This is an optimization exercise on Yosys and OpenROAD, whose aim is small area and a short achievable clock period, not a production implementation. Where RTL was checked, it was by simulation tests only, not by an equivalence proof against the original. For run 2, only the layout was checked, not whether the RTL still works.

## flow/design.v (module list and top-level ports; edited modules follow where they fit)
// module cordic: 3170 lines
module cordic (
    input  wire        clk,
    input  wire        rst,
    input  wire        valid_i,
    input  wire signed [16:0] x_i,
    input  wire signed [16:0] y_i,
    output wire        valid_o,
    output wire signed [16:0] x_o,
    output wire signed [16:0] y_o
    );
  // ...
==> flow/flow/run.sh <==
#!/bin/bash
# The standard layout (standard.sh: ORFS from synthesis to the final layout), with one change:
# ADDER_MAP_FILE is empty, so ORFS's synthesis skips Yosys's full/half adder extraction and abc maps
# the adders' logic like the rest. Everything else, including the registers, is the standard flow.
set -euo pipefail
cd "$(dirname "$0")/.."
export ADDER_MAP_FILE=
bash standard.sh > standard.log 2>&1
==> flow/standard.sh <==
#!/bin/bash
# synth_recipe.tcl (not shown) runs the flow's synth.tcl, then flattens the netlist and writes it again
# the make line also repeats each setting of config.mk as NAME=value (left out here)
make -C /OpenROAD-flow-scripts/flow DESIGN_CONFIG=/design/flow/config.mk WORK_HOME=/design/flow/orfs CLKGATE_MAP_FILE= SYNTH_SCRIPT=/design/flow/synth_recipe.tcl "${@:-finish}"
==> flow/config.mk <==
export PLATFORM = sky130hd
export DESIGN_NAME = cordic
export DESIGN_NICKNAME = cordic
export VERILOG_FILES = /design/flow/design.v
export SDC_FILE = /design/flow/constraint.sdc
export NUM_CORES = 4
export LEC_CHECK = 0
export ABC_AREA = 1
export CAP_MARGIN = 20
export CORE_MARGIN = 2
export CORE_UTILIZATION = 45
export CTS_CLUSTER_DIAMETER = 120
export CTS_CLUSTER_SIZE = 20
export SETUP_SLACK_MARGIN = 2.1
export SLEW_MARGIN = 20
==> flow/constraint.sdc <==
create_clock -name core_clock -period 4.6 [get_ports {clk}]
set_input_delay 0.9200 -clock core_clock [delete_from_list [all_inputs] [get_ports {clk}]]
set_output_delay 0.9200 -clock core_clock [all_outputs]
set_load 0.01 [all_outputs]
==> summary.txt, run 1 <==
Hold Path End -> vp[12]$_SDFF_PP0_
placer congestion estimate -> 0.854
Post-CTS Setup Bufs -> 12
Fmax -> 417 MHz
status -> complete, no violations
first-pass GRT wire length -> 144 mm
minimum clock period -> 2.40 ns
worst clock skew -> 0.0225 ns
number of synthesized flops with an enable pin -> 0
met3 Use GR -> 2.21%
Ports -> 72
CTS Hold Bufs -> 0
Die ar. -> 0.0864 mm²
crit path from -> y_i[3]
largest net degree at the start of global routing -> 28
worst hold slack -> 0.402 ns
Horiz. Die Dim -> 294 µm
Port-buffer cells -> 71
worst endpoint required time -> 5.10 ns
Clock Pin Slew Worst Setup and Hold Paths -> 0.08 ns
clk tree area frac -> 2.32%
syn nets -> 6077
commonest cells in the netlist -> 2405 x nand2_1, 860 x inv_1, 575 x dfxtp_1, 377 x nor2_1, 372 x nand3_1
DR vias -> 33200
post-synthesis compound-gate area fraction -> 5.45%
Area contributors post-synth -> dfxtp_1 30%, nand2_1 24%, inv_1 8.5%
Crit path top cell by count -> buf_4
PostCTS Resize Cnt -> 36
num sequential -> 575
met2 GRT Util -> 31.9%
most frequent cells in the layout -> 2359 x nand2_1, 856 x inv_1, 559 x dfxtp_1
Top FF cell, synth -> dfxtp_1
mux share of post-synthesis cell area -> 0.0529%
Seq area share -> 28.1%
Post-Synth XOR/XNOR Area -> 12.0%
element type at the critical path end -> flip-flop
invs w/o clock -> 915
Area growth syn-to-layout -> 8.97%
hold wc startpoint -> vp[11]$_SDFF_PP0_
largest class -> multi-input combinational cells
Num CTS Buffers -> 35
==> inputs of run 2 (changes only) <==
--- a/flow/design.v
+++ b/flow/design.v
@@ -126,4 +126,22 @@
     assign nx0_s[16] = nx0_s_p[17] ^ nx0_s_G6_16;
     wire nx0_s_cm = nx0_s_G6_16;   
+    wire [16:0] nx0_s_c;   
+    assign nx0_s_c[0] = nx0_s_g[0];
+    assign nx0_s_c[1] = nx0_s_G0_1;
+    assign nx0_s_c[2] = nx0_s_G6_2;
+    assign nx0_s_c[3] = nx0_s_G1_3;
+    assign nx0_s_c[4] = nx0_s_G6_4;
+    assign nx0_s_c[5] = nx0_s_G5_5;
+    assign nx0_s_c[6] = nx0_s_G6_6;
+    assign nx0_s_c[7] = nx0_s_G2_7;
+    assign nx0_s_c[8] = nx0_s_G6_8;
+    assign nx0_s_c[9] = nx0_s_G5_9;
+    assign nx0_s_c[10] = nx0_s_G6_10;
+    assign nx0_s_c[11] = nx0_s_G4_11;
+    assign nx0_s_c[12] = nx0_s_G6_12;
+    assign nx0_s_c[13] = nx0_s_G5_13;
+    assign nx0_s_c[14] = nx0_s_G6_14;
+    assign nx0_s_c[15] = nx0_s_G3_15;
+    assign nx0_s_c[16] = nx0_s_G6_16;
     assign nx0 = nx0_s;
     wire [16:0] ny0_b = xs0 ^ {17{d0}};
@@ -225,8 +243,27 @@
     assign ny0_s[16] = ny0_s_p[17] ^ ny0_s_G6_16;
     wire ny0_s_cm = ny0_s_G6_16;   
+    wire [16:0] ny0_s_c;   
+    assign ny0_s_c[0] = ny0_s_g[0];
+    assign ny0_s_c[1] = ny0_s_G0_1;
+    assign ny0_s_c[2] = ny0_s_G6_2;
+    assign ny0_s_c[3] = ny0_s_G1_3;
+    assign ny0_s_c[4] = ny0_s_G6_4;
+    assign ny0_s_c[5] = ny0_s_G5_5;
+    assign ny0_s_c[6] = ny0_s_G6_6;
+    assign ny0_s_c[7] = ny0_s_G2_7;
+    assign ny0_s_c[8] = ny0_s_G6_8;
+    assign ny0_s_c[9] = ny0_s_G5_9;
+    assign ny0_s_c[10] = ny0_s_G6_10;
+    assign ny0_s_c[11] = ny0_s_G4_11;
+    assign ny0_s_c[12] = ny0_s_G6_12;
+    assign ny0_s_c[13] = ny0_s_G5_13;
+    assign ny0_s_c[14] = ny0_s_G6_14;
+    assign ny0_s_c[15] = ny0_s_G3_15;
+    assign ny0_s_c[16] = ny0_s_G6_16;
     assign ny0 = ny0_s;
     reg [16:0] rx0, ry0;
     reg rd0;
-    always @(posedge clk) begin rx0 <= nx0; ry0 <= ny0; rd0 <= (ny0_s_cm ? ny0_s_p[17] : ~ny0_s_p[17]) & (|ny0[15:0]); end
+    wire nz0 = (|ny0[5:0]) | (ny0_s_p[7] ^ ny0_s_c[6]) | (|(ny0_s_p[16:8] ^ (ny0_s_p[15:7] | ny0_s_g[15:7])));
+    always @(posedge clk) begin rx0 <= nx0; ry0 <= ny0; rd0 <= (ny0_s_cm ? ny0_s_p[17] : ~ny0_s_p[17]) & nz0; end
     reg rdx0;
     always @(posedge clk) rdx0 <= ~(ny0[16] | ~(|ny0[15:0]));
@@ -336,4 +373,22 @@
     assign nx1_s[16] = nx1_s_p[17] ^ nx1_s_G6_16;
     wire nx1_s_cm = nx1_s_G6_16;   
+    wire [16:0] nx1_s_c;   
+    assign nx1_s_c[0] = nx1_s_g[0];
+    assign nx1_s_c[1] = nx1_s_G0_1;
+    assign nx1_s_c[2] = nx1_s_G6_2;
+    assign nx1_s_c[3] = nx1_s_G1_3;
+    assign nx1_s_c[4] = nx1_s_G6_4;
+    assign nx1_s_c[5] = nx1_s_G5_5;
+    assign nx1_s_c[6] = nx1_s_G6_6;
+    assign nx1_s_c[7] = nx1_s_G2_7;
+    assign nx1_s_c[8] = nx1_s_G6_8;
+    assign nx1_s_c[9] = nx1_s_G5_9;
+    assign nx1_s_c[10] = nx1_s_G6_10;
+    assign nx1_s_c[11] = nx1_s_G4_11;
+    assign nx1_s_c[12] = nx1_s_G6_12;
+    assign nx1_s_c[13] = nx1_s_G5_13;
+    assign nx1_s_c[14] = nx1_s_G6_14;
+    assign nx1_s_c[15] = nx1_s_G3_15;
+    assign nx1_s_c[16] = nx1_s_G6_16;
     assign nx1 = nx1_s;
     wire [16:0] ny1_b = xs1 ^ {17{d1}};
@@ -435,8 +490,27 @@
     assign ny1_s[16] = ny1_s_p[17] ^ ny1_s_G6_16;
     wire ny1_s_cm = ny1_s_G6_16;   
+    wire [16:0] ny1_s_c;   
+    assign ny1_s_c[0] = ny1_s_g[0];
+    assign ny1_s_c[1] = ny1_s_G0_1;
+    assign ny1_s_c[2] = ny1_s_G6_2;
+    assign ny1_s_c[3] = ny1_s_G1_3;
+    assign ny1_s_c[4] = ny1_s_G6_4;
+    assign ny1_s_c[5] = ny1_s_G5_5;
+    assign ny1_s_c[6] = ny1_s_G6_6;
+    assign ny1_s_c[7] = ny1_s_G2_7;
+    assign ny1_s_c[8] = ny1_s_G6_8;
+    assign ny1_s_c[9] = ny1_s_G5_9;
+    assign ny1_s_c[10] = ny1_s_G6_10;
+    assign ny1_s_c[11] = ny1_s_G4_11;
+    assign ny1_s_c[12] = ny1_s_G6_12;
+    assign ny1_s_c[13] = ny1_s_G5_13;
+    assign ny1_s_c[14] = ny1_s_G6_14;
+    assign ny1_s_c[15] = ny1_s_G3_15;
+    assign ny1_s_c[16] = ny1_s_G6_16;
     assign ny1 = ny1_s;
     reg [16:0] rx1, ry1;
     reg rd1;
-    always @(posedge clk) begin rx1 <= nx1; ry1 <= ny1; rd1 <= (ny1_s_cm ? ny1_s_p[17] : ~ny1_s_p[17]) & (|ny1[15:0]); end
+    wire nz1 = (|ny1[5:0]) | (ny1_s_p[7] ^ ny1_s_c[6]) | (|(ny1_s_p[16:8] ^ (ny1_s_p[15:7] | ny1_s_g[15:7])));
+    always @(posedge clk) begin rx1 <= nx1; ry1 <= ny1; rd1 <= (ny1_s_cm ? ny1_s_p[17] : ~ny1_s_p[17]) & nz1; end
     reg rdx1;
     always @(posedge clk) rdx1 <= ~(ny1[16] | ~(|ny1[15:0]));
@@ -546,4 +620,22 @@
     assign nx2_s[16] = nx2_s_p[17] ^ nx2_s_G6_16;
     wire nx2_s_cm = nx2_s_G6_16;   
+    wire [16:0] nx2_s_c;   
+    assign nx2_s_c[0] = nx2_s_g[0];
+    assign nx2_s_c[1] = nx2_s_G0_1;
+    assign nx2_s_c[2] = nx2_s_G6_2;
+    assign nx2_s_c[3] = nx2_s_G1_3;
+    assign nx2_s_c[4] = nx2_s_G6_4;
+    assign nx2_s_c[5] = nx2_s_G5_5;
+    assign nx2_s_c[6] = nx2_s_G6_6;
+    assign nx2_s_c[7] = nx2_s_G2_7;
+    assign nx2_s_c[8] = nx2_s_G6_8;
+    assign nx2_s_c[9] = nx2_s_G5_9;
+    assign nx2_s_c[10] = nx2_s_G6_10;
+    assign nx2_s_c[11] = nx2_s_G4_11;
+    assign nx2_s_c[12] = nx2_s_G6_12;
+    assign nx2_s_c[13] = nx2_s_G5_13;
+    assign nx2_s_c[14] = nx2_s_G6_14;
+    assign nx2_s_c[15] = nx2_s_G3_15;
+    assign nx2_s_c[16] = nx2_s_G6_16;
     assign nx2 = nx2_s;
     wire [16:0] ny2_b = xs2 ^ {17{d2}};
@@ -645,8 +737,27 @@
     assign ny2_s[16] = ny2_s_p[17] ^ ny2_s_G6_16;
     wire ny2_s_cm = ny2_s_G6_16;   
+    wire [16:0] ny2_s_c;   
+    assign ny2_s_c[0] = ny2_s_g[0];
+    assign ny2_s_c[1] = ny2_s_G0_1;
+    assign ny2_s_c[2] = ny2_s_G6_2;
+    assign ny2_s_c[3] = ny2_s_G1_3;
+    assign ny2_s_c[4] = ny2_s_G6_4;
+    assign ny2_s_c[5] = ny2_s_G5_5;
+    assign ny2_s_c[6] = ny2_s_G6_6;
+    assign ny2_s_c[7] = ny2_s_G2_7;
+    assign ny2_s_c[8] = ny2_s_G6_8;
+    assign ny2_s_c[9] = ny2_s_G5_9;
+    assign ny2_s_c[10] = ny2_s_G6_10;
+    assign ny2_s_c[11] = ny2_s_G4_11;
+    assign ny2_s_c[12] = ny2_s_G6_12;
+    assign ny2_s_c[13] = ny2_s_G5_13;
+    assign ny2_s_c[14] = ny2_s_G6_14;
+    assign ny2_s_c[15] = ny2_s_G3_15;
+    assign ny2_s_c[16] = ny2_s_G6_16;
     assign ny2 = ny2_s;
     reg [16:0] rx2, ry2;
     reg rd2;
-    always @(posedge clk) begin rx2 <= nx2; ry2 <= ny2; rd2 <= (ny2_s_cm ? ny2_s_p[17] : ~ny2_s_p[17]) & (|ny2[15:0]); end
+    wire nz2 = (|ny2[5:0]) | (ny2_s_p[7] ^ ny2_s_c[6]) | (|(ny2_s_p[16:8] ^ (ny2_s_p[15:7] | ny2_s_g[15:7])));
+    always @(posedge clk) begin rx2 <= nx2; ry2 <= ny2; rd2 <= (ny2_s_cm ? ny2_s_p[17] : ~ny2_s_p[17]) & nz2; end
     reg rdx2;
     always @(posedge clk) rdx2 <= ~(ny2[16] | ~(|ny2[15:0]));
@@ -756,4 +867,22 @@
     assign nx3_s[16] = nx3_s_p[17] ^ nx3_s_G6_16;
     wire nx3_s_cm = nx3_s_G6_16;   
+    wire [16:0] nx3_s_c;   
+    assign nx3_s_c[0] = nx3_s_g[0];
+    assign nx3_s_c[1] = nx3_s_G0_1;
+    assign nx3_s_c[2] = nx3_s_G6_2;
+    assign nx3_s_c[3] = nx3_s_G1_3;
+    assign nx3_s_c[4] = nx3_s_G6_4;
+    assign nx3_s_c[5] = nx3_s_G5_5;
+    assign nx3_s_c[6] = nx3_s_G6_6;
+    assign nx3_s_c[7] = nx3_s_G2_7;
+    assign nx3_s_c[8] = nx3_s_G6_8;
+    assign nx3_s_c[9] = nx3_s_G5_9;
+    assign nx3_s_c[10] = nx3_s_G6_10;
+    assign nx3_s_c[11] = nx3_s_G4_11;
+    assign nx3_s_c[12] = nx3_s_G6_12;
+    assign nx3_s_c[13] = nx3_s_G5_13;
+    assign nx3_s_c[14] = nx3_s_G6_14;
+    assign nx3_s_c[15] = nx3_s_G3_15;
+    assign nx3_s_c[16] = nx3_s_G6_16;
     assign nx3 = nx3_s;
     wire [16:0] ny3_b = xs3 ^ {17{d3}};
@@ -855,8 +984,27 @@
     assign ny3_s[16] = ny3_s_p[17] ^ ny3_s_G6_16;
     wire ny3_s_cm = ny3_s_G6_16;   
+    wire [16:0] ny3_s_c;   
+    assign ny3_s_c[0] = ny3_s_g[0];
+    assign ny3_s_c[1] = ny3_s_G0_1;
+    assign ny3_s_c[2] = ny3_s_G6_2;
+    assign ny3_s_c[3] = ny3_s_G1_3;
+    assign ny3_s_c[4] = ny3_s_G6_4;
+    assign ny3_s_c[5] = ny3_s_G5_5;
+    assign ny3_s_c[6] = ny3_s_G6_6;
+    assign ny3_s_c[7] = ny3_s_G2_7;
+    assign ny3_s_c[8] = ny3_s_G6_8;
+    assign ny3_s_c[9] = ny3_s_G5_9;
+    assign ny3_s_c[10] = ny3_s_G6_10;
+    assign ny3_s_c[11] = ny3_s_G4_11;
+    assign ny3_s_c[12] = ny3_s_G6_12;
+    assign ny3_s_c[13] = ny3_s_G5_13;
+    assign ny3_s_c[14] = ny3_s_G6_14;
+    assign ny3_s_c[15] = ny3_s_G3_15;
+    assign ny3_s_c[16] = ny3_s_G6_16;
     assign ny3 = ny3_s;
     reg [16:0] rx3, ry3;
     reg rd3;
-    always @(posedge clk) begin rx3 <= nx3; ry3 <= ny3; rd3 <= (ny3_s_cm ? ny3_s_p[17] : ~ny3_s_p[17]) & (|ny3[15:0]); end
+    wire nz3 = (|ny3[5:0]) | (ny3_s_p[7] ^ ny3_s_c[6]) | (|(ny3_s_p[16:8] ^ (ny3_s_p[15:7] | ny3_s_g[15:7])));
+    always @(posedge clk) begin rx3 <= nx3; ry3 <= ny3; rd3 <= (ny3_s_cm ? ny3_s_p[17] : ~ny3_s_p[17]) & nz3; end
     reg rdx3;
     always @(posedge clk) rdx3 <= ~(ny3[16] | ~(|ny3[15:0]));
@@ -966,4 +1114,22 @@
     assign nx4_s[16] = nx4_s_p[17] ^ nx4_s_G6_16;
     wire nx4_s_cm = nx4_s_G6_16;   
+    wire [16:0] nx4_s_c;   
+    assign nx4_s_c[0] = nx4_s_g[0];
+    assign nx4_s_c[1] = nx4_s_G0_1;
+    assign nx4_s_c[2] = nx4_s_G6_2;
+    assign nx4_s_c[3] = nx4_s_G1_3;
+    assign nx4_s_c[4] = nx4_s_G6_4;
+    assign nx4_s_c[5] = nx4_s_G5_5;
+    assign nx4_s_c[6] = nx4_s_G6_6;
+    assign nx4_s_c[7] = nx4_s_G2_7;
+    assign nx4_s_c[8] = nx4_s_G6_8;
+    assign nx4_s_c[9] = nx4_s_G5_9;
+    assign nx4_s_c[10] = nx4_s_G6_10;
+    assign nx4_s_c[11] = nx4_s_G4_11;
+    assign nx4_s_c[12] = nx4_s_G6_12;
+    assign nx4_s_c[13] = nx4_s_G5_13;
+    assign nx4_s_c[14] = nx4_s_G6_14;
+    assign nx4_s_c[15] = nx4_s_G3_15;
+    assign nx4_s_c[16] = nx4_s_G6_16;
     assign nx4 = nx4_s;
     wire [16:0] ny4_b = xs4 ^ {17{d4}};
@@ -1065,8 +1231,27 @@
     assign ny4_s[16] = ny4_s_p[17] ^ ny4_s_G6_16;
     wire ny4_s_cm = ny4_s_G6_16;   
+    wire [16:0] ny4_s_c;   
+    assign ny4_s_c[0] = ny4_s_g[0];
+    assign ny4_s_c[1] = ny4_s_G0_1;
+    assign ny4_s_c[2] = ny4_s_G6_2;
+    assign ny4_s_c[3] = ny4_s_G1_3;
+    assign ny4_s_c[4] = ny4_s_G6_4;
+    assign ny4_s_c[5] = ny4_s_G5_5;
+    assign ny4_s_c[6] = ny4_s_G6_6;
+    assign ny4_s_c[7] = ny4_s_G2_7;
+    assign ny4_s_c[8] = ny4_s_G6_8;
+    assign ny4_s_c[9] = ny4_s_G5_9;
+    assign ny4_s_c[10] = ny4_s_G6_10;
+    assign ny4_s_c[11] = ny4_s_G4_11;
+    assign ny4_s_c[12] = ny4_s_G6_12;
+    assign ny4_s_c[13] = ny4_s_G5_13;
+    assign ny4_s_c[14] = ny4_s_G6_14;
+    assign ny4_s_c[15] = ny4_s_G3_15;
+    assign ny4_s_c[16] = ny4_s_G6_16;
     assign ny4 = ny4_s;
     reg [16:0] rx4, ry4;
     reg rd4;
-    always @(posedge clk) begin rx4 <= nx4; ry4 <= ny4; rd4 <= (ny4_s_cm ? ny4_s_p[17] : ~ny4_s_p[17]) & (|ny4[15:0]); end
+    wire nz4 = (|ny4[5:0]) | (ny4_s_p[7] ^ ny4_s_c[6]) | (|(ny4_s_p[16:8] ^ (ny4_s_p[15:7] | ny4_s_g[15:7])));
+    always @(posedge clk) begin rx4 <= nx4; ry4 <= ny4; rd4 <= (ny4_s_cm ? ny4_s_p[17] : ~ny4_s_p[17]) & nz4; end
     reg rdx4;
     always @(posedge clk) rdx4 <= ~(ny4[16] | ~(|ny4[15:0]));
@@ -1176,4 +1361,22 @@
     assign nx5_s[16] = nx5_s_p[17] ^ nx5_s_G6_16;
     wire nx5_s_cm = nx5_s_G6_16;   
+    wire [16:0] nx5_s_c;   
+    assign nx5_s_c[0] = nx5_s_g[0];
+    assign nx5_s_c[1] = nx5_s_G0_1;
+    assign nx5_s_c[2] = nx5_s_G6_2;
+    assign nx5_s_c[3] = nx5_s_G1_3;
+    assign nx5_s_c[4] = nx5_s_G6_4;
+    assign nx5_s_c[5] = nx5_s_G5_5;
+    assign nx5_s_c[6] = nx5_s_G6_6;
+    assign nx5_s_c[7] = nx5_s_G2_7;
+    assign nx5_s_c[8] = nx5_s_G6_8;
+    assign nx5_s_c[9] = nx5_s_G5_9;
+    assign nx5_s_c[10] = nx5_s_G6_10;
+    assign nx5_s_c[11] = nx5_s_G4_11;
+    assign nx5_s_c[12] = nx5_s_G6_12;
+    assign nx5_s_c[13] = nx5_s_G5_13;
+    assign nx5_s_c[14] = nx5_s_G6_14;
+    assign nx5_s_c[15] = nx5_s_G3_15;
+    assign nx5_s_c[16] = nx5_s_G6_16;
     assign nx5 = nx5_s;
     wire [16:0] ny5_b = xs5 ^ {17{d5}};
@@ -1275,8 +1478,27 @@
     assign ny5_s[16] = ny5_s_p[17] ^ ny5_s_G6_16;
     wire ny5_s_cm = ny5_s_G6_16;   
+    wire [16:0] ny5_s_c;   
+    assign ny5_s_c[0] = ny5_s_g[0];
+    assign ny5_s_c[1] = ny5_s_G0_1;
+    assign ny5_s_c[2] = ny5_s_G6_2;
+    assign ny5_s_c[3] = ny5_s_G1_3;
+    assign ny5_s_c[4] = ny5_s_G6_4;
+    assign ny5_s_c[5] = ny5_s_G5_5;
+    assign ny5_s_c[6] = ny5_s_G6_6;
+    assign ny5_s_c[7] = ny5_s_G2_7;
+    assign ny5_s_c[8] = ny5_s_G6_8;
+    assign ny5_s_c[9] = ny5_s_G5_9;
+    assign ny5_s_c[10] = ny5_s_G6_10;
+    assign ny5_s_c[11] = ny5_s_G4_11;
+    assign ny5_s_c[12] = ny5_s_G6_12;
+    assign ny5_s_c[13] = ny5_s_G5_13;
+    assign ny5_s_c[14] = ny5_s_G6_14;
+    assign ny5_s_c[15] = ny5_s_G3_15;
+    assign ny5_s_c[16] = ny5_s_G6_16;
     assign ny5 = ny5_s;
     reg [16:0] rx5, ry5;
     reg rd5;
-    always @(posedge clk) begin rx5 <= nx5; ry5 <= ny5; rd5 <= (ny5_s_cm ? ny5_s_p[17] : ~ny5_s_p[17]) & (|ny5[15:0]); end
+    wire nz5 = (|ny5[5:0]) | (ny5_s_p[7] ^ ny5_s_c[6]) | (|(ny5_s_p[16:8] ^ (ny5_s_p[15:7] | ny5_s_g[15:7])));
+    always @(posedge clk) begin rx5 <= nx5; ry5 <= ny5; rd5 <= (ny5_s_cm ? ny5_s_p[17] : ~ny5_s_p[17]) & nz5; end
     reg rdx5;
     always @(posedge clk) rdx5 <= ~(ny5[16] | ~(|ny5[15:0]));
@@ -1386,4 +1608,22 @@
     assign nx6_s[16] = nx6_s_p[17] ^ nx6_s_G6_16;
     wire nx6_s_cm = nx6_s_G6_16;   
+    wire [16:0] nx6_s_c;   
+    assign nx6_s_c[0] = nx6_s_g[0];
+    assign nx6_s_c[1] = nx6_s_G0_1;
+    assign nx6_s_c[2] = nx6_s_G6_2;
+    assign nx6_s_c[3] = nx6_s_G1_3;
+    assign nx6_s_c[4] = nx6_s_G6_4;
+    assign nx6_s_c[5] = nx6_s_G5_5;
+    assign nx6_s_c[6] = nx6_s_G6_6;
+    assign nx6_s_c[7] = nx6_s_G2_7;
+    assign nx6_s_c[8] = nx6_s_G6_8;
+    assign nx6_s_c[9] = nx6_s_G5_9;
+    assign nx6_s_c[10] = nx6_s_G6_10;
+    assign nx6_s_c[11] = nx6_s_G4_11;
+    assign nx6_s_c[12] = nx6_s_G6_12;
+    assign nx6_s_c[13] = nx6_s_G5_13;
+    assign nx6_s_c[14] = nx6_s_G6_14;
+    assign nx6_s_c[15] = nx6_s_G3_15;
+    assign nx6_s_c[16] = nx6_s_G6_16;
     assign nx6 = nx6_s;
     wire [16:0] ny6_b = xs6 ^ {17{d6}};
@@ -1485,8 +1725,27 @@
     assign ny6_s[16] = ny6_s_p[17] ^ ny6_s_G6_16;
     wire ny6_s_cm = ny6_s_G6_16;   
+    wire [16:0] ny6_s_c;   
+    assign ny6_s_c[0] = ny6_s_g[0];
+    assign ny6_s_c[1] = ny6_s_G0_1;
+    assign ny6_s_c[2] = ny6_s_G6_2;
+    assign ny6_s_c[3] = ny6_s_G1_3;
+    assign ny6_s_c[4] = ny6_s_G6_4;
+    assign ny6_s_c[5] = ny6_s_G5_5;
+    assign ny6_s_c[6] = ny6_s_G6_6;
+    assign ny6_s_c[7] = ny6_s_G2_7;
+    assign ny6_s_c[8] = ny6_s_G6_8;
+    assign ny6_s_c[9] = ny6_s_G5_9;
+    assign ny6_s_c[10] = ny6_s_G6_10;
+    assign ny6_s_c[11] = ny6_s_G4_11;
+    assign ny6_s_c[12] = ny6_s_G6_12;
+    assign ny6_s_c[13] = ny6_s_G5_13;
+    assign ny6_s_c[14] = ny6_s_G6_14;
+    assign ny6_s_c[15] = ny6_s_G3_15;
+    assign ny6_s_c[16] = ny6_s_G6_16;
     assign ny6 = ny6_s;
     reg [16:0] rx6, ry6;
     reg rd6;
-    always @(posedge clk) begin rx6 <= nx6; ry6 <= ny6; rd6 <= (ny6_s_cm ? ny6_s_p[17] : ~ny6_s_p[17]) & (|ny6[15:0]); end
+    wire nz6 = (|ny6[5:0]) | (ny6_s_p[7] ^ ny6_s_c[6]) | (|(ny6_s_p[16:8] ^ (ny6_s_p[15:7] | ny6_s_g[15:7])));
+    always @(posedge clk) begin rx6 <= nx6; ry6 <= ny6; rd6 <= (ny6_s_cm ? ny6_s_p[17] : ~ny6_s_p[17]) & nz6; end
     reg rdx6;
     always @(posedge clk) rdx6 <= ~(ny6[16] | ~(|ny6[15:0]));
@@ -1596,4 +1855,22 @@
     assign nx7_s[16] = nx7_s_p[17] ^ nx7_s_G6_16;
     wire nx7_s_cm = nx7_s_G6_16;   
+    wire [16:0] nx7_s_c;   
+    assign nx7_s_c[0] = nx7_s_g[0];
+    assign nx7_s_c[1] = nx7_s_G0_1;
+    assign nx7_s_c[2] = nx7_s_G6_2;
+    assign nx7_s_c[3] = nx7_s_G1_3;
+    assign nx7_s_c[4] = nx7_s_G6_4;
+    assign nx7_s_c[5] = nx7_s_G5_5;
+    assign nx7_s_c[6] = nx7_s_G6_6;
+    assign nx7_s_c[7] = nx7_s_G2_7;
+    assign nx7_s_c[8] = nx7_s_G6_8;
+    assign nx7_s_c[9] = nx7_s_G5_9;
+    assign nx7_s_c[10] = nx7_s_G6_10;
+    assign nx7_s_c[11] = nx7_s_G4_11;
+    assign nx7_s_c[12] = nx7_s_G6_12;
+    assign nx7_s_c[13] = nx7_s_G5_13;
+    assign nx7_s_c[14] = nx7_s_G6_14;
+    assign nx7_s_c[15] = nx7_s_G3_15;
+    assign nx7_s_c[16] = nx7_s_G6_16;
     assign nx7 = nx7_s;
     wire [16:0] ny7_b = xs7 ^ {17{d7}};
@@ -1695,8 +1972,27 @@
     assign ny7_s[16] = ny7_s_p[17] ^ ny7_s_G6_16;
     wire ny7_s_cm = ny7_s_G6_16;   
+    wire [16:0] ny7_s_c;   
+    assign ny7_s_c[0] = ny7_s_g[0];
+    assign ny7_s_c[1] = ny7_s_G0_1;
+    assign ny7_s_c[2] = ny7_s_G6_2;
+    assign ny7_s_c[3] = ny7_s_G1_3;
+    assign ny7_s_c[4] = ny7_s_G6_4;
+    assign ny7_s_c[5] = ny7_s_G5_5;
+    assign ny7_s_c[6] = ny7_s_G6_6;
+    assign ny7_s_c[7] = ny7_s_G2_7;
+    assign ny7_s_c[8] = ny7_s_G6_8;
+    assign ny7_s_c[9] = ny7_s_G5_9;
+    assign ny7_s_c[10] = ny7_s_G6_10;
+    assign ny7_s_c[11] = ny7_s_G4_11;
+    assign ny7_s_c[12] = ny7_s_G6_12;
+    assign ny7_s_c[13] = ny7_s_G5_13;
+    assign ny7_s_c[14] = ny7_s_G6_14;
+    assign ny7_s_c[15] = ny7_s_G3_15;
+    assign ny7_s_c[16] = ny7_s_G6_16;
     assign ny7 = ny7_s;
     reg [16:0] rx7, ry7;
     reg rd7;
-    always @(posedge clk) begin rx7 <= nx7; ry7 <= ny7; rd7 <= (ny7_s_cm ? ny7_s_p[17] : ~ny7_s_p[17]) & (|ny7[15:0]); end
+    wire nz7 = (|ny7[5:0]) | (ny7_s_p[7] ^ ny7_s_c[6]) | (|(ny7_s_p[16:8] ^ (ny7_s_p[15:7] | ny7_s_g[15:7])));
+    always @(posedge clk) begin rx7 <= nx7; ry7 <= ny7; rd7 <= (ny7_s_cm ? ny7_s_p[17] : ~ny7_s_p[17]) & nz7; end
     reg rdx7;
     always @(posedge clk) rdx7 <= ~(ny7[16] | ~(|ny7[15:0]));
@@ -1806,4 +2102,22 @@
     assign nx8_s[16] = nx8_s_p[17] ^ nx8_s_G6_16;
     wire nx8_s_cm = nx8_s_G6_16;   
+    wire [16:0] nx8_s_c;   
+    assign nx8_s_c[0] = nx8_s_g[0];
+    assign nx8_s_c[1] = nx8_s_G0_1;
+    assign nx8_s_c[2] = nx8_s_G6_2;
+    assign nx8_s_c[3] = nx8_s_G1_3;
+    assign nx8_s_c[4] = nx8_s_G6_4;
+    assign nx8_s_c[5] = nx8_s_G5_5;
+    assign nx8_s_c[6] = nx8_s_G6_6;
+    assign nx8_s_c[7] = nx8_s_G2_7;
+    assign nx8_s_c[8] = nx8_s_G6_8;
+    assign nx8_s_c[9] = nx8_s_G5_9;
+    assign nx8_s_c[10] = nx8_s_G6_10;
+    assign nx8_s_c[11] = nx8_s_G4_11;
+    assign nx8_s_c[12] = nx8_s_G6_12;
+    assign nx8_s_c[13] = nx8_s_G5_13;
+    assign nx8_s_c[14] = nx8_s_G6_14;
+    assign nx8_s_c[15] = nx8_s_G3_15;
+    assign nx8_s_c[16] = nx8_s_G6_16;
     assign nx8 = nx8_s;
     wire [16:0] ny8_b = xs8 ^ {17{d8}};
@@ -1905,8 +2219,27 @@
     assign ny8_s[16] = ny8_s_p[17] ^ ny8_s_G6_16;
     wire ny8_s_cm = ny8_s_G6_16;   
+    wire [16:0] ny8_s_c;   
+    assign ny8_s_c[0] = ny8_s_g[0];
+    assign ny8_s_c[1] = ny8_s_G0_1;
+    assign ny8_s_c[2] = ny8_s_G6_2;
+    assign ny8_s_c[3] = ny8_s_G1_3;
+    assign ny8_s_c[4] = ny8_s_G6_4;
+    assign ny8_s_c[5] = ny8_s_G5_5;
+    assign ny8_s_c[6] = ny8_s_G6_6;
+    assign ny8_s_c[7] = ny8_s_G2_7;
+    assign ny8_s_c[8] = ny8_s_G6_8;
+    assign ny8_s_c[9] = ny8_s_G5_9;
+    assign ny8_s_c[10] = ny8_s_G6_10;
+    assign ny8_s_c[11] = ny8_s_G4_11;
+    assign ny8_s_c[12] = ny8_s_G6_12;
+    assign ny8_s_c[13] = ny8_s_G5_13;
+    assign ny8_s_c[14] = ny8_s_G6_14;
+    assign ny8_s_c[15] = ny8_s_G3_15;
+    assign ny8_s_c[16] = ny8_s_G6_16;
     assign ny8 = ny8_s;
     reg [16:0] rx8, ry8;
     reg rd8;
-    always @(posedge clk) begin rx8 <= nx8; ry8 <= ny8; rd8 <= (ny8_s_cm ? ny8_s_p[17] : ~ny8_s_p[17]) & (|ny8[15:0]); end
+    wire nz8 = (|ny8[5:0]) | (ny8_s_p[7] ^ ny8_s_c[6]) | (|(ny8_s_p[16:8] ^ (ny8_s_p[15:7] | ny8_s_g[15:7])));
+    always @(posedge clk) begin rx8 <= nx8; ry8 <= ny8; rd8 <= (ny8_s_cm ? ny8_s_p[17] : ~ny8_s_p[17]) & nz8; end
     reg rdx8;
     always @(posedge clk) rdx8 <= ~(ny8[16] | ~(|ny8[15:0]));
@@ -2016,4 +2349,22 @@
     assign nx9_s[16] = nx9_s_p[17] ^ nx9_s_G6_16;
     wire nx9_s_cm = nx9_s_G6_16;   
+    wire [16:0] nx9_s_c;   
+    assign nx9_s_c[0] = nx9_s_g[0];
+    assign nx9_s_c[1] = nx9_s_G0_1;
+    assign nx9_s_c[2] = nx9_s_G6_2;
+    assign nx9_s_c[3] = nx9_s_G1_3;
+    assign nx9_s_c[4] = nx9_s_G6_4;
+    assign nx9_s_c[5] = nx9_s_G5_5;
+    assign nx9_s_c[6] = nx9_s_G6_6;
+    assign nx9_s_c[7] = nx9_s_G2_7;
+    assign nx9_s_c[8] = nx9_s_G6_8;
+    assign nx9_s_c[9] = nx9_s_G5_9;
+    assign nx9_s_c[10] = nx9_s_G6_10;
+    assign nx9_s_c[11] = nx9_s_G4_11;
+    assign nx9_s_c[12] = nx9_s_G6_12;
+    assign nx9_s_c[13] = nx9_s_G5_13;
+    assign nx9_s_c[14] = nx9_s_G6_14;
+    assign nx9_s_c[15] = nx9_s_G3_15;
+    assign nx9_s_c[16] = nx9_s_G6_16;
     assign nx9 = nx9_s;
     wire [16:0] ny9_b = xs9 ^ {17{d9}};
@@ -2115,8 +2466,27 @@
     assign ny9_s[16] = ny9_s_p[17] ^ ny9_s_G6_16;
     wire ny9_s_cm = ny9_s_G6_16;   
+    wire [16:0] ny9_s_c;   
+    assign ny9_s_c[0] = ny9_s_g[0];
+    assign ny9_s_c[1] = ny9_s_G0_1;
+    assign ny9_s_c[2] = ny9_s_G6_2;
+    assign ny9_s_c[3] = ny9_s_G1_3;
+    assign ny9_s_c[4] = ny9_s_G6_4;
+    assign ny9_s_c[5] = ny9_s_G5_5;
+    assign ny9_s_c[6] = ny9_s_G6_6;
+    assign ny9_s_c[7] = ny9_s_G2_7;
+    assign ny9_s_c[8] = ny9_s_G6_8;
+    assign ny9_s_c[9] = ny9_s_G5_9;
+    assign ny9_s_c[10] = ny9_s_G6_10;
+    assign ny9_s_c[11] = ny9_s_G4_11;
+    assign ny9_s_c[12] = ny9_s_G6_12;
+    assign ny9_s_c[13] = ny9_s_G5_13;
+    assign ny9_s_c[14] = ny9_s_G6_14;
+    assign ny9_s_c[15] = ny9_s_G3_15;
+    assign ny9_s_c[16] = ny9_s_G6_16;
     assign ny9 = ny9_s;
     reg [16:0] rx9, ry9;
     reg rd9;
-    always @(posedge clk) begin rx9 <= nx9; ry9 <= ny9; rd9 <= (ny9_s_cm ? ny9_s_p[17] : ~ny9_s_p[17]) & (|ny9[15:0]); end
+    wire nz9 = (|ny9[5:0]) | (ny9_s_p[7] ^ ny9_s_c[6]) | (|(ny9_s_p[16:8] ^ (ny9_s_p[15:7] | ny9_s_g[15:7])));
+    always @(posedge clk) begin rx9 <= nx9; ry9 <= ny9; rd9 <= (ny9_s_cm ? ny9_s_p[17] : ~ny9_s_p[17]) & nz9; end
     reg rdx9;
     always @(posedge clk) rdx9 <= ~(ny9[16] | ~(|ny9[15:0]));
@@ -2226,4 +2596,22 @@
     assign nx10_s[16] = nx10_s_p[17] ^ nx10_s_G6_16;
     wire nx10_s_cm = nx10_s_G6_16;   
+    wire [16:0] nx10_s_c;   
+    assign nx10_s_c[0] = nx10_s_g[0];
+    assign nx10_s_c[1] = nx10_s_G0_1;
+    assign nx10_s_c[2] = nx10_s_G6_2;
+    assign nx10_s_c[3] = nx10_s_G1_3;
+    assign nx10_s_c[4] = nx10_s_G6_4;
+    assign nx10_s_c[5] = nx10_s_G5_5;
+    assign nx10_s_c[6] = nx10_s_G6_6;
+    assign nx10_s_c[7] = nx10_s_G2_7;
+    assign nx10_s_c[8] = nx10_s_G6_8;
+    assign nx10_s_c[9] = nx10_s_G5_9;
+    assign nx10_s_c[10] = nx10_s_G6_10;
+    assign nx10_s_c[11] = nx10_s_G4_11;
+    assign nx10_s_c[12] = nx10_s_G6_12;
+    assign nx10_s_c[13] = nx10_s_G5_13;
+    assign nx10_s_c[14] = nx10_s_G6_14;
+    assign nx10_s_c[15] = nx10_s_G3_15;
+    assign nx10_s_c[16] = nx10_s_G6_16;
     assign nx10 = nx10_s;
     wire [16:0] ny10_b = xs10 ^ {17{d10}};
@@ -2325,8 +2713,27 @@
     assign ny10_s[16] = ny10_s_p[17] ^ ny10_s_G6_16;
     wire ny10_s_cm = ny10_s_G6_16;   
+    wire [16:0] ny10_s_c;   
+    assign ny10_s_c[0] = ny10_s_g[0];
+    assign ny10_s_c[1] = ny10_s_G0_1;
+    assign ny10_s_c[2] = ny10_s_G6_2;
+    assign ny10_s_c[3] = ny10_s_G1_3;
+    assign ny10_s_c[4] = ny10_s_G6_4;
+    assign ny10_s_c[5] = ny10_s_G5_5;
+    assign ny10_s_c[6] = ny10_s_G6_6;
+    assign ny10_s_c[7] = ny10_s_G2_7;
+    assign ny10_s_c[8] = ny10_s_G6_8;
+    assign ny10_s_c[9] = ny10_s_G5_9;
+    assign ny10_s_c[10] = ny10_s_G6_10;
+    assign ny10_s_c[11] = ny10_s_G4_11;
+    assign ny10_s_c[12] = ny10_s_G6_12;
+    assign ny10_s_c[13] = ny10_s_G5_13;
+    assign ny10_s_c[14] = ny10_s_G6_14;
+    assign ny10_s_c[15] = ny10_s_G3_15;
+    assign ny10_s_c[16] = ny10_s_G6_16;
     assign ny10 = ny10_s;
     reg [16:0] rx10, ry10;
     reg rd10;
-    always @(posedge clk) begin rx10 <= nx10; ry10 <= ny10; rd10 <= (ny10_s_cm ? ny10_s_p[17] : ~ny10_s_p[17]) & (|ny10[15:0]); end
+    wire nz10 = (|ny10[5:0]) | (ny10_s_p[7] ^ ny10_s_c[6]) | (|(ny10_s_p[16:8] ^ (ny10_s_p[15:7] | ny10_s_g[15:7])));
+    always @(posedge clk) begin rx10 <= nx10; ry10 <= ny10; rd10 <= (ny10_s_cm ? ny10_s_p[17] : ~ny10_s_p[17]) & nz10; end
     reg rdx10;
     always @(posedge clk) rdx10 <= ~(ny10[16] | ~(|ny10[15:0]));
@@ -2436,4 +2843,22 @@
     assign nx11_s[16] = nx11_s_p[17] ^ nx11_s_G6_16;
     wire nx11_s_cm = nx11_s_G6_16;   
+    wire [16:0] nx11_s_c;   
+    assign nx11_s_c[0] = nx11_s_g[0];
+    assign nx11_s_c[1] = nx11_s_G0_1;
+    assign nx11_s_c[2] = nx11_s_G6_2;
+    assign nx11_s_c[3] = nx11_s_G1_3;
+    assign nx11_s_c[4] = nx11_s_G6_4;
+    assign nx11_s_c[5] = nx11_s_G5_5;
+    assign nx11_s_c[6] = nx11_s_G6_6;
+    assign nx11_s_c[7] = nx11_s_G2_7;
+    assign nx11_s_c[8] = nx11_s_G6_8;
+    assign nx11_s_c[9] = nx11_s_G5_9;
+    assign nx11_s_c[10] = nx11_s_G6_10;
+    assign nx11_s_c[11] = nx11_s_G4_11;
+    assign nx11_s_c[12] = nx11_s_G6_12;
+    assign nx11_s_c[13] = nx11_s_G5_13;
+    assign nx11_s_c[14] = nx11_s_G6_14;
+    assign nx11_s_c[15] = nx11_s_G3_15;
+    assign nx11_s_c[16] = nx11_s_G6_16;
     assign nx11 = nx11_s;
     wire [16:0] ny11_b = xs11 ^ {17{d11}};
@@ -2535,8 +2960,27 @@
     assign ny11_s[16] = ny11_s_p[17] ^ ny11_s_G6_16;
     wire ny11_s_cm = ny11_s_G6_16;   
+    wire [16:0] ny11_s_c;   
+    assign ny11_s_c[0] = ny11_s_g[0];
+    assign ny11_s_c[1] = ny11_s_G0_1;
+    assign ny11_s_c[2] = ny11_s_G6_2;
+    assign ny11_s_c[3] = ny11_s_G1_3;
+    assign ny11_s_c[4] = ny11_s_G6_4;
+    assign ny11_s_c[5] = ny11_s_G5_5;
+    assign ny11_s_c[6] = ny11_s_G6_6;
+    assign ny11_s_c[7] = ny11_s_G2_7;
+    assign ny11_s_c[8] = ny11_s_G6_8;
+    assign ny11_s_c[9] = ny11_s_G5_9;
+    assign ny11_s_c[10] = ny11_s_G6_10;
+    assign ny11_s_c[11] = ny11_s_G4_11;
+    assign ny11_s_c[12] = ny11_s_G6_12;
+    assign ny11_s_c[13] = ny11_s_G5_13;
+    assign ny11_s_c[14] = ny11_s_G6_14;
+    assign ny11_s_c[15] = ny11_s_G3_15;
+    assign ny11_s_c[16] = ny11_s_G6_16;
     assign ny11 = ny11_s;
     reg [16:0] rx11, ry11;
     reg rd11;
-    always @(posedge clk) begin rx11 <= nx11; ry11 <= ny11; rd11 <= (ny11_s_cm ? ny11_s_p[17] : ~ny11_s_p[17]) & (|ny11[15:0]); end
+    wire nz11 = (|ny11[5:0]) | (ny11_s_p[7] ^ ny11_s_c[6]) | (|(ny11_s_p[16:8] ^ (ny11_s_p[15:7] | ny11_s_g[15:7])));
+    always @(posedge clk) begin rx11 <= nx11; ry11 <= ny11; rd11 <= (ny11_s_cm ? ny11_s_p[17] : ~ny11_s_p[17]) & nz11; end
     reg rdx11;
     always @(posedge clk) rdx11 <= ~(ny11[16] | ~(|ny11[15:0]));
@@ -2646,4 +3090,22 @@
     assign nx12_s[16] = nx12_s_p[17] ^ nx12_s_G6_16;
     wire nx12_s_cm = nx12_s_G6_16;   
+    wire [16:0] nx12_s_c;   
+    assign nx12_s_c[0] = nx12_s_g[0];
+    assign nx12_s_c[1] = nx12_s_G0_1;
+    assign nx12_s_c[2] = nx12_s_G6_2;
+    assign nx12_s_c[3] = nx12_s_G1_3;
+    assign nx12_s_c[4] = nx12_s_G6_4;
+    assign nx12_s_c[5] = nx12_s_G5_5;
+    assign nx12_s_c[6] = nx12_s_G6_6;
+    assign nx12_s_c[7] = nx12_s_G2_7;
+    assign nx12_s_c[8] = nx12_s_G6_8;
+    assign nx12_s_c[9] = nx12_s_G5_9;
+    assign nx12_s_c[10] = nx12_s_G6_10;
+    assign nx12_s_c[11] = nx12_s_G4_11;
+    assign nx12_s_c[12] = nx12_s_G6_12;
+    assign nx12_s_c[13] = nx12_s_G5_13;
+    assign nx12_s_c[14] = nx12_s_G6_14;
+    assign nx12_s_c[15] = nx12_s_G3_15;
+    assign nx12_s_c[16] = nx12_s_G6_16;
     assign nx12 = nx12_s;
     wire [16:0] ny12_b = xs12 ^ {17{d12}};
@@ -2745,8 +3207,27 @@
     assign ny12_s[16] = ny12_s_p[17] ^ ny12_s_G6_16;
     wire ny12_s_cm = ny12_s_G6_16;   
+    wire [16:0] ny12_s_c;   
+    assign ny12_s_c[0] = ny12_s_g[0];
+    assign ny12_s_c[1] = ny12_s_G0_1;
+    assign ny12_s_c[2] = ny12_s_G6_2;
+    assign ny12_s_c[3] = ny12_s_G1_3;
+    assign ny12_s_c[4] = ny12_s_G6_4;
+    assign ny12_s_c[5] = ny12_s_G5_5;
+    assign ny12_s_c[6] = ny12_s_G6_6;
+    assign ny12_s_c[7] = ny12_s_G2_7;
+    assign ny12_s_c[8] = ny12_s_G6_8;
+    assign ny12_s_c[9] = ny12_s_G5_9;
+    assign ny12_s_c[10] = ny12_s_G6_10;
+    assign ny12_s_c[11] = ny12_s_G4_11;
+    assign ny12_s_c[12] = ny12_s_G6_12;
+    assign ny12_s_c[13] = ny12_s_G5_13;
+    assign ny12_s_c[14] = ny12_s_G6_14;
+    assign ny12_s_c[15] = ny12_s_G3_15;
+    assign ny12_s_c[16] = ny12_s_G6_16;
     assign ny12 = ny12_s;
     reg [16:0] rx12, ry12;
     reg rd12;
-    always @(posedge clk) begin rx12 <= nx12; ry12 <= ny12; rd12 <= (ny12_s_cm ? ny12_s_p[17] : ~ny12_s_p[17]) & (|ny12[15:0]); end
+    wire nz12 = (|ny12[5:0]) | (ny12_s_p[7] ^ ny12_s_c[6]) | (|(ny12_s_p[16:8] ^ (ny12_s_p[15:7] | ny12_s_g[15:7])));
+    always @(posedge clk) begin rx12 <= nx12; ry12 <= ny12; rd12 <= (ny12_s_cm ? ny12_s_p[17] : ~ny12_s_p[17]) & nz12; end
     reg rdx12;
     always @(posedge clk) rdx12 <= ~(ny12[16] | ~(|ny12[15:0]));
@@ -2856,4 +3337,22 @@
     assign nx13_s[16] = nx13_s_p[17] ^ nx13_s_G6_16;
     wire nx13_s_cm = nx13_s_G6_16;   
+    wire [16:0] nx13_s_c;   
+    assign nx13_s_c[0] = nx13_s_g[0];
+    assign nx13_s_c[1] = nx13_s_G0_1;
+    assign nx13_s_c[2] = nx13_s_G6_2;
+    assign nx13_s_c[3] = nx13_s_G1_3;
+    assign nx13_s_c[4] = nx13_s_G6_4;
+    assign nx13_s_c[5] = nx13_s_G5_5;
+    assign nx13_s_c[6] = nx13_s_G6_6;
+    assign nx13_s_c[7] = nx13_s_G2_7;
+    assign nx13_s_c[8] = nx13_s_G6_8;
+    assign nx13_s_c[9] = nx13_s_G5_9;
+    assign nx13_s_c[10] = nx13_s_G6_10;
+    assign nx13_s_c[11] = nx13_s_G4_11;
+    assign nx13_s_c[12] = nx13_s_G6_12;
+    assign nx13_s_c[13] = nx13_s_G5_13;
+    assign nx13_s_c[14] = nx13_s_G6_14;
+    assign nx13_s_c[15] = nx13_s_G3_15;
+    assign nx13_s_c[16] = nx13_s_G6_16;
     assign nx13 = nx13_s;
     wire [16:0] ny13_b = xs13 ^ {17{d13}};
@@ -2955,8 +3454,27 @@
     assign ny13_s[16] = ny13_s_p[17] ^ ny13_s_G6_16;
     wire ny13_s_cm = ny13_s_G6_16;   
+    wire [16:0] ny13_s_c;   
+    assign ny13_s_c[0] = ny13_s_g[0];
+    assign ny13_s_c[1] = ny13_s_G0_1;
+    assign ny13_s_c[2] = ny13_s_G6_2;
+    assign ny13_s_c[3] = ny13_s_G1_3;
+    assign ny13_s_c[4] = ny13_s_G6_4;
+    assign ny13_s_c[5] = ny13_s_G5_5;
+    assign ny13_s_c[6] = ny13_s_G6_6;
+    assign ny13_s_c[7] = ny13_s_G2_7;
+    assign ny13_s_c[8] = ny13_s_G6_8;
+    assign ny13_s_c[9] = ny13_s_G5_9;
+    assign ny13_s_c[10] = ny13_s_G6_10;
+    assign ny13_s_c[11] = ny13_s_G4_11;
+    assign ny13_s_c[12] = ny13_s_G6_12;
+    assign ny13_s_c[13] = ny13_s_G5_13;
+    assign ny13_s_c[14] = ny13_s_G6_14;
+    assign ny13_s_c[15] = ny13_s_G3_15;
+    assign ny13_s_c[16] = ny13_s_G6_16;
     assign ny13 = ny13_s;
     reg [16:0] rx13, ry13;
     reg rd13;
-    always @(posedge clk) begin rx13 <= nx13; ry13 <= ny13; rd13 <= (ny13_s_cm ? ny13_s_p[17] : ~ny13_s_p[17]) & (|ny13[15:0]); end
+    wire nz13 = (|ny13[5:0]) | (ny13_s_p[7] ^ ny13_s_c[6]) | (|(ny13_s_p[16:8] ^ (ny13_s_p[15:7] | ny13_s_g[15:7])));
+    always @(posedge clk) begin rx13 <= nx13; ry13 <= ny13; rd13 <= (ny13_s_cm ? ny13_s_p[17] : ~ny13_s_p[17]) & nz13; end
     reg rdx13;
     always @(posedge clk) rdx13 <= ~(ny13[16] | ~(|ny13[15:0]));
@@ -3066,4 +3584,22 @@
     assign nx14_s[16] = nx14_s_p[17] ^ nx14_s_G6_16;
     wire nx14_s_cm = nx14_s_G6_16;   
+    wire [16:0] nx14_s_c;   
+    assign nx14_s_c[0] = nx14_s_g[0];
+    assign nx14_s_c[1] = nx14_s_G0_1;
+    assign nx14_s_c[2] = nx14_s_G6_2;
+    assign nx14_s_c[3] = nx14_s_G1_3;
+    assign nx14_s_c[4] = nx14_s_G6_4;
+    assign nx14_s_c[5] = nx14_s_G5_5;
+    assign nx14_s_c[6] = nx14_s_G6_6;
+    assign nx14_s_c[7] = nx14_s_G2_7;
+    assign nx14_s_c[8] = nx14_s_G6_8;
+    assign nx14_s_c[9] = nx14_s_G5_9;
+    assign nx14_s_c[10] = nx14_s_G6_10;
+    assign nx14_s_c[11] = nx14_s_G4_11;
+    assign nx14_s_c[12] = nx14_s_G6_12;
+    assign nx14_s_c[13] = nx14_s_G5_13;
+    assign nx14_s_c[14] = nx14_s_G6_14;
+    assign nx14_s_c[15] = nx14_s_G3_15;
+    assign nx14_s_c[16] = nx14_s_G6_16;
     assign nx14 = nx14_s;
     wire [16:0] ny14_b = xs14 ^ {17{d14}};
@@ -3165,4 +3701,22 @@
     assign ny14_s[16] = ny14_s_p[17] ^ ny14_s_G6_16;
     wire ny14_s_cm = ny14_s_G6_16;   
+    wire [16:0] ny14_s_c;   
+    assign ny14_s_c[0] = ny14_s_g[0];
+    assign ny14_s_c[1] = ny14_s_G0_1;
+    assign ny14_s_c[2] = ny14_s_G6_2;
+    assign ny14_s_c[3] = ny14_s_G1_3;
+    assign ny14_s_c[4] = ny14_s_G6_4;
+    assign ny14_s_c[5] = ny14_s_G5_5;
+    assign ny14_s_c[6] = ny14_s_G6_6;
+    assign ny14_s_c[7] = ny14_s_G2_7;
+    assign ny14_s_c[8] = ny14_s_G6_8;
+    assign ny14_s_c[9] = ny14_s_G5_9;
+    assign ny14_s_c[10] = ny14_s_G6_10;
+    assign ny14_s_c[11] = ny14_s_G4_11;
+    assign ny14_s_c[12] = ny14_s_G6_12;
+    assign ny14_s_c[13] = ny14_s_G5_13;
+    assign ny14_s_c[14] = ny14_s_G6_14;
+    assign ny14_s_c[15] = ny14_s_G3_15;
+    assign ny14_s_c[16] = ny14_s_G6_16;
     assign ny14 = ny14_s;
     reg [16:0] rx14, ry14;
==> flow/run.sh (new file) <==
#!/bin/bash
# synth_recipe.tcl (not shown) runs the flow's synth.tcl, then flattens the netlist and writes it again
# the make line also repeats each setting of config.mk as NAME=value (left out here)
make -C /OpenROAD-flow-scripts/flow DESIGN_CONFIG=/design/flow/config.mk WORK_HOME=/design/flow/orfs CLKGATE_MAP_FILE= SYNTH_SCRIPT=/design/flow/synth_recipe.tcl finish
==> flow/config.mk (replaced) <==
export PLATFORM = sky130hd
export DESIGN_NAME = cordic
export DESIGN_NICKNAME = cordic
export VERILOG_FILES = /design/flow/design.v
export SDC_FILE = /design/flow/constraint.sdc
export NUM_CORES = 4
export LEC_CHECK = 0
export CAP_MARGIN = 20
export CORE_MARGIN = 2
export CORE_UTILIZATION = 40
export SETUP_SLACK_MARGIN = 1.5
export SLEW_MARGIN = 20
removed: flow/flow/run.sh
removed: flow/standard.sh
==> run 2 against run 1 <==
Against the previous run:
- still clean
- final cell count is 25% lower
- synthesized cell count is 36% lower
- sequential share of layout area is 2.7 points lower
- clock skew is 0.0051 ns higher
- area after synthesis is 2.7% higher
- core utilization is 0.65 points lower
- maximum frequency is 23% lower
- sequential cell count is 14 higher
- worst hold slack better by 0.032 ns
==> summary.txt, run 2 <==
status -> complete, no violations
largest net degree at the start of global routing -> 18 (-36%)
drt drc -> 0
Clock Pin Slew Worst Setup and Hold Paths -> 0.06 ns (-0.02 ns)
Ports -> 72 (unchanged)
WHS Path Cells -> 1
YS warnings -> 1
ANT cells -> 0
flop2flop setup slack -> 1.49 ns
post-synth top area cell -> dfxtp_1
Netlist cell types -> 47
initial drt markers -> 995
Routed WL per cell -> 15.8 µm
most frequent cell after synthesis -> inv_1
worst rel slew slack -> 54.0%
minimum clock period -> 3.11 ns (+0.715 ns)
Final Hold Viols -> 0
hold wc startpoint -> vp[11]$_SDFF_PP0_
Fmax -> 321 MHz (-23%)
Final Max Slew Viols -> 0
register area share after synthesis -> 30.4%
Synth async-reset ratio -> 0%
Max Cap Viol -> 0
filler cell count -> 8915
number of vias per cell -> 4.79
critical setup path kind -> reg -> reg
DP HPWL -> 67.3 mm
placer congestion estimate -> 0.842 (-1.4%)
Rows -> 114
Reg-to-Reg End -> rdx13$_DFF_P_
mean area per synthesized cell -> 10.0 µm²
Tcrit/Tclk final -> 67.7%
grt ovf -> 0
CTS Sinks -> 589
Port-buffer cells -> 71 (unchanged)
most frequent cells in the layout -> 639 x inv_1, 545 x dfxtp_1, 532 x ha_1
core area -> 0.0964 mm²
RSZ-0062 raised after global routing -> yes
Worst Reg-to-Reg Cells -> 15
commonest non-fill, non-tap cell in the layout -> inv_1
layout cell share with drive strength beyond 1 -> 15.3%
commonest cells in the netlist -> 652 x inv_1, 589 x dfxtp_1, 563 x ha_1, 387 x xnor2_1, 319 x xor2_1
Final #Nets -> 4956
Hold Path End -> vp[12]$_SDFF_PP0_
Area contributors post-synth -> dfxtp_1 30%, ha_1 18%, fa_1 12%
Startpoint Class -> flip-flop
post-route ant nets -> 0
CTS tree -> built
first-pass GRT wire length -> 139 mm (-3.4%)
element type at the critical path end -> flip-flop
Arr. time, crit path -> 3.63 ns
Netlist Area Pre-Place -> 0.0388 mm²
critical register-to-register path startpoint -> rx12[16]$_DFF_P_
H-Tree Level Count -> 3
worst hold slack -> 0.435 ns (+0.0324 ns)
Worst-Margin Slew -> 0.686 ns
initial antenna violation count -> 0
Horiz. Die Dim -> 316 µm (+7.4%)
initial core utilization -> 40.3%
syn nets -> 4708 (-23%)
Die Span Y -> 316 µm
flops & latches, synth -> 589
Area growth syn-to-layout -> 21.0%
Syn Inst Count -> 3868
Num CTS Buffers -> 70 (+100%)
post-synth top area share -> 30.4%
vias in the first global route -> 27100
worst endpoint required time -> 5.12 ns (+0.02 ns)
All-Layer GR Usage -> 17.2%
Max Buffers Root-to-Sink -> 3
DR vias -> 26100 (-21%)
Die ar. -> 0.0996 mm² (+15%)
TritonRoute pass-1 iters -> 5
setup violators final -> 0
CP Max Fanout -> 5
number of synthesized flops with an enable pin -> 0 (unchanged)
Skew-Pair Late Insertion Delay -> 0.62 ns
CTS root buffer -> clkbuf_16
worst clock skew -> 0.0276 ns (+0.00505 ns)
Top FF cell, synth -> dfxtp_1
TNS Setup -> 0 ns
Routed WL -> 86.1 mm
hold crit path type -> reg -> reg
## run 2: cell count changes after synthesis, sizes merged, moves of 78 or more
cell and delta:
nand2 -2399, nand3 -363, or2 -154, xnor2 +218, fa +240, nor2 -349
a21oi +78, ha +563, inv -258
## run 2: per-stage QoR
step	util [%]	cells	setup WS [ns]	cell area, µm²
final	48.8	5446	1.49	47000
after global placement	43.0	5193	0.831	41500
after global routing	48.8	5446	1.31	47000
after floorplan	-	3868	1.15	39200
after detailed placement	43.0	5193	0.832	41500
after CTS	46.4	5361	1.42	44700
## run 2: how the worst max path moves through the flow
stage                           startpoint             to  slack, ns  depth (start not counted)
after floorplan               rd11$_DFF_P_   rd12$_DFF_P_       1.15                         11
after global placement         rd2$_DFF_P_   rdx3$_DFF_P_       0.83                          9
after detailed placement       rd2$_DFF_P_   rdx3$_DFF_P_       0.83                          9
after CTS                      rd2$_DFF_P_   rdx3$_DFF_P_       1.42                         13
after global routing      rx12[16]$_DFF_P_  rdx13$_DFF_P_       1.31                         15
final                     rx12[16]$_DFF_P_  rdx13$_DFF_P_       1.49                         15
## run 2: metal layers
metal / up-vias / track usage [%] / wire length (µm)
met3: 132 / 2.42 / 2480
met5: - / 0 / 0
met4: 0 / 5.54 / 2150
met2: 293 / 29.6 / 42100
li1: 13100 / - / -
met1: 12600 / 22.3 / 39300
## run 2: cell families (layout without fill, tap and decap cells)
kind of cell / Yosys count / in the layout / synth area share [%]
XOR/XNOR: 706 / 706 / 15.9
buffers and inverters: 688 / 990 / 6.65
flip-flops: 589 / 589 / 30.4
AND/OR/NAND/NOR: 478 / 478 / 6.79
multiplexers: 15 / 15 / 0.387
adder cells (fa/ha/maj): 803 / 803 / 30.5
AO/OA/AOI/OAI: 589 / 589 / 9.39
## run 2: repair_timing
| item | in CTS | in global routing |
|---|---|---|
| resized for setup | 129 | 329 |
| setup endpoints to repair | 158 | 87 |
| hold buffers | 0 | 0 |
| setup buffers | 42 | 83 |
| pin swaps | 27 | 132 |
| gates cloned | 0 | 2 |
| endpoints found under the hold margin | 0 | 0 |
## run 2: critical path, stage by stage, from the launching register on
cell        delay [ns]
dfxtp_4           0.37
xnor2_4           0.19
clkinvlp_4        0.19
buf_12            0.17
buf_4             0.15
ha_1              0.18
a21oi_1           0.21
nor2_1            0.08
a211oi_1          0.26
o21ai_2           0.12
buf_4             0.15
o21ai_1           0.19
fa_2              0.49
nand3_2           0.10
nor3_2            0.04
a31oi_1           0.14
## run 2: area by class of cell
| class | count | area, µm² | area share, % |
|---|---|---|---|
| Clock buffer | 91 | 1990 | 4.24 |
| Clock inverter | 35 | 429 | 0.913 |
| Inverter | 652 | 2490 | 5.29 |
| Multi-Input combinational cell | 2591 | 26700 | 56.9 |
| Sequential cell | 589 | 11900 | 25.3 |
| Tap cell | 1276 | 1600 | 3.40 |
| Timing Repair Buffer | 210 | 1850 | 3.94 |
| Timing Repair inverter | 2 | 12.5 | 0.0266 |

## what the ideal ports hide
The results above use ideal ports. As a check the final layouts listed here were re-extracted and re-timed, cells and wires unchanged.
Step 1 assumes that a clkbuf_16 drives the clock port and a buf_2 every other input.
Step 2 adds t to the input delays and takes it off the output delays; t is the mean of the earliest and latest rising clock arrival at the registers after step 1. Input paths then give back, and output paths get back, about the clock's delay inside the block.
Three values: ideal ports, drivers, drivers and shift; two values: the first two.
run | t (ns) | setup WS [ns] | worst register clock-pin slew, ns
run 1 | 0.629 | 2.200 / 2.180 / 1.615 | 0.09 / 0.09
run 2 | 0.672 | 1.486 / 1.486 / 1.475 | 0.06 / 0.06
After both steps setup and hold are still met in every run listed. For run 1, which loses most, drivers alone change the setup slack by -0.020 ns; drivers and shift together by -0.585 ns.
